From an optimization exercise on the open Yosys and OpenROAD flow, aimed at small area; shortcuts taken in it are not production practice. Function was checked by simulation only, so behaviour that the tests miss may differ from the original. The clock port is modelled as an ideal driver; clocking choices that lean on that would not hold on a real chip. Power is estimated from default activity; no workload was simulated.

## axi_gpio_top
module axi_gpio_top(  
  input ACLK,
  input ARESETn,
  input        AWVALID,
  output       AWREADY,
  input [31:0] AWADDR,
  input [2 :0] AWPROT,
  input        WVALID,
  output       WREADY,
  input [31:0] WDATA,
  input [3 :0] WSTRB,  
  output       BVALID,
  input        BREADY,
  output[1 :0] BRESP,
  input        ARVALID,
  output       ARREADY,
  input [31:0] ARADDR,
  input [2 :0] ARPROT,
  output       RVALID,
  input        RREADY,
  output[31:0] RDATA,
  output[1 :0] RRESP,
  output [7:0] led,      
  input  [7:0] switch,   
  input  [4:0] button,    
  output interrupt
);
  wire [7:0] int_switch_sts;
  wire [7:0] int_switch_ena;
  wire [7:0] int_switch_clr;
  wire [4:0] int_button_sts;
  wire [4:0] int_button_ena;
  wire [4:0] int_button_clr;
  wire [4:0] button_posedge;
  wire [4:0] button_negedge;
  wire [7:0] deb_switch_dis;
  wire [4:0] deb_button_dis;
  wire [7:0] switch_synch;
  wire [4:0] button_synch;
  wire [7:0] switch_deb;
  wire [4:0] button_deb;  
  wire [4:0] deb_time;
  wire       invoke_int;
  reg [4:0] deb_tgt;
  always @(*) begin
    case (deb_time)
      5'd0: deb_tgt = 5'd1;
      5'd1: deb_tgt = 5'd2;
      5'd2: deb_tgt = 5'd4;
      5'd3: deb_tgt = 5'd9;
      5'd4: deb_tgt = 5'd18;
      5'd5: deb_tgt = 5'd5;
      5'd6: deb_tgt = 5'd11;
      5'd7: deb_tgt = 5'd22;
      5'd8: deb_tgt = 5'd12;
      5'd9: deb_tgt = 5'd25;
      5'd10: deb_tgt = 5'd19;
      5'd11: deb_tgt = 5'd7;
      5'd12: deb_tgt = 5'd15;
      5'd13: deb_tgt = 5'd31;
      5'd14: deb_tgt = 5'd30;
      5'd15: deb_tgt = 5'd28;
      5'd16: deb_tgt = 5'd24;
      5'd17: deb_tgt = 5'd17;
      5'd18: deb_tgt = 5'd3;
      5'd19: deb_tgt = 5'd6;
      5'd20: deb_tgt = 5'd13;
      5'd21: deb_tgt = 5'd27;
      5'd22: deb_tgt = 5'd23;
      5'd23: deb_tgt = 5'd14;
  ...
clock: 10.0 ns
lec_check: 0
abc_area: 1
cap_margin: 10
core_margin: 2
core_utilization: 60
slew_margin: 10
standard.sh (not shown) runs the stock make flow with config.mk's settings and CLKGATE_MAP_FILE= SYNTH_SCRIPT=/design/flow/synth_recipe.tcl, a recipe that flattens the netlist after the stock synthesis.
==> flow/flow/run.sh <==
#!/bin/bash
# Own layout flow: the standard flow (standard.sh), with these changes:
#  - synthesis maps the logic with an area-oriented ABC script (abc_area.script
#    here) instead of ORFS's; everything else in the synthesis is unchanged,
#    so the registers are the standard synthesis's;
#  - no half/full adder extraction before mapping;
#  - port buffering uses sky130_fd_sc_hd__buf_1 cells;
#  - CTS without dummy loads;
#  - after CTS, cells off the critical paths are sized down (post_cts.tcl).
# Each tool's full output stays in orfs/logs/; make's output goes to make.log.
set -euo pipefail
W=$(pwd)
cat > "$W/own_synth.tcl" <<EOT
proc abc {args} {
  set i [lsearch -exact \$args -script]
  if {\$i >= 0} { lset args [expr {\$i + 1}] {$W/flow/abc_area.script} }
  yosys abc {*}\$args
}
# ORFS's half/full adder extraction only hurts the area here
proc extract_fa {args} {}
source {$W/synth_recipe.tcl}
EOT
EXTRA="'BUFFER_PORTS_ARGS=-buffer_cell sky130_fd_sc_hd__buf_1'"
EXTRA+=" 'CTS_ARGS=-sink_clustering_enable -repair_clock_nets -buf_list sky130_fd_sc_hd__clkbuf_8 -sink_clustering_size 18 -sink_clustering_max_diameter 70 -dont_use_dummy_load'"
EXTRA+=" 'POST_CTS_TCL=$W/flow/post_cts.tcl'"
sed -e "s#SYNTH_SCRIPT=[^ ']*#SYNTH_SCRIPT=$W/own_synth.tcl#" \
    -e "s#CLKGATE_MAP_FILE= #CLKGATE_MAP_FILE= $EXTRA #" \
    standard.sh > own_standard.sh
grep -q own_synth.tcl own_standard.sh
grep -q POST_CTS_TCL own_standard.sh
bash own_standard.sh > make.log 2>&1
==> flow/flow/abc_area.script <==
strash
dch
amap
strash
&get -n
&dch
&nf -a -R 1000
&put
==> flow/flow/post_cts.tcl <==
# size down cells on paths with slack to spare, then re-legalise
log_cmd repair_timing -recover_power 100 -setup_margin 0 -hold_margin 0 -verbose
detailed_placement
check_placement -verbose
Edit:
- CORE_UTILIZATION: 60 -> 40
Effect: Final area rises slightly. Flip-flop and latch count stays the same. Worst setup slack is worse by 90 ps. Combinational power falls slightly. Sequential share of layout area falls by 0.74 points.

## re-timing with driven ports
In the flow no input, the clock included, has a driving cell. The finished layouts below were timed again as built, in two steps. Step 1 assumes that a clkbuf_16 drives the clock port and a buf_2 every other input. Step 2 also shifts input and output timing later by t, the mid clock arrival at the registers, as if the neighbouring blocks saw the same clock. Three values: ideal, step 1, step 2; two values: the first two.
run	shift t [ns]	setup WS [ns]	slew at the worst register clock pin (ns)
the first run	0.619	6.020 / 5.979 / 5.403	0.11 / 0.11
the second run	0.647	5.929 / 5.935 / 5.288	0.11 / 0.11
After both steps every run listed still meets setup and hold. For the second run, which loses most, drivers alone change the setup slack by +0.006 ns; drivers and shift together by -0.641 ns.
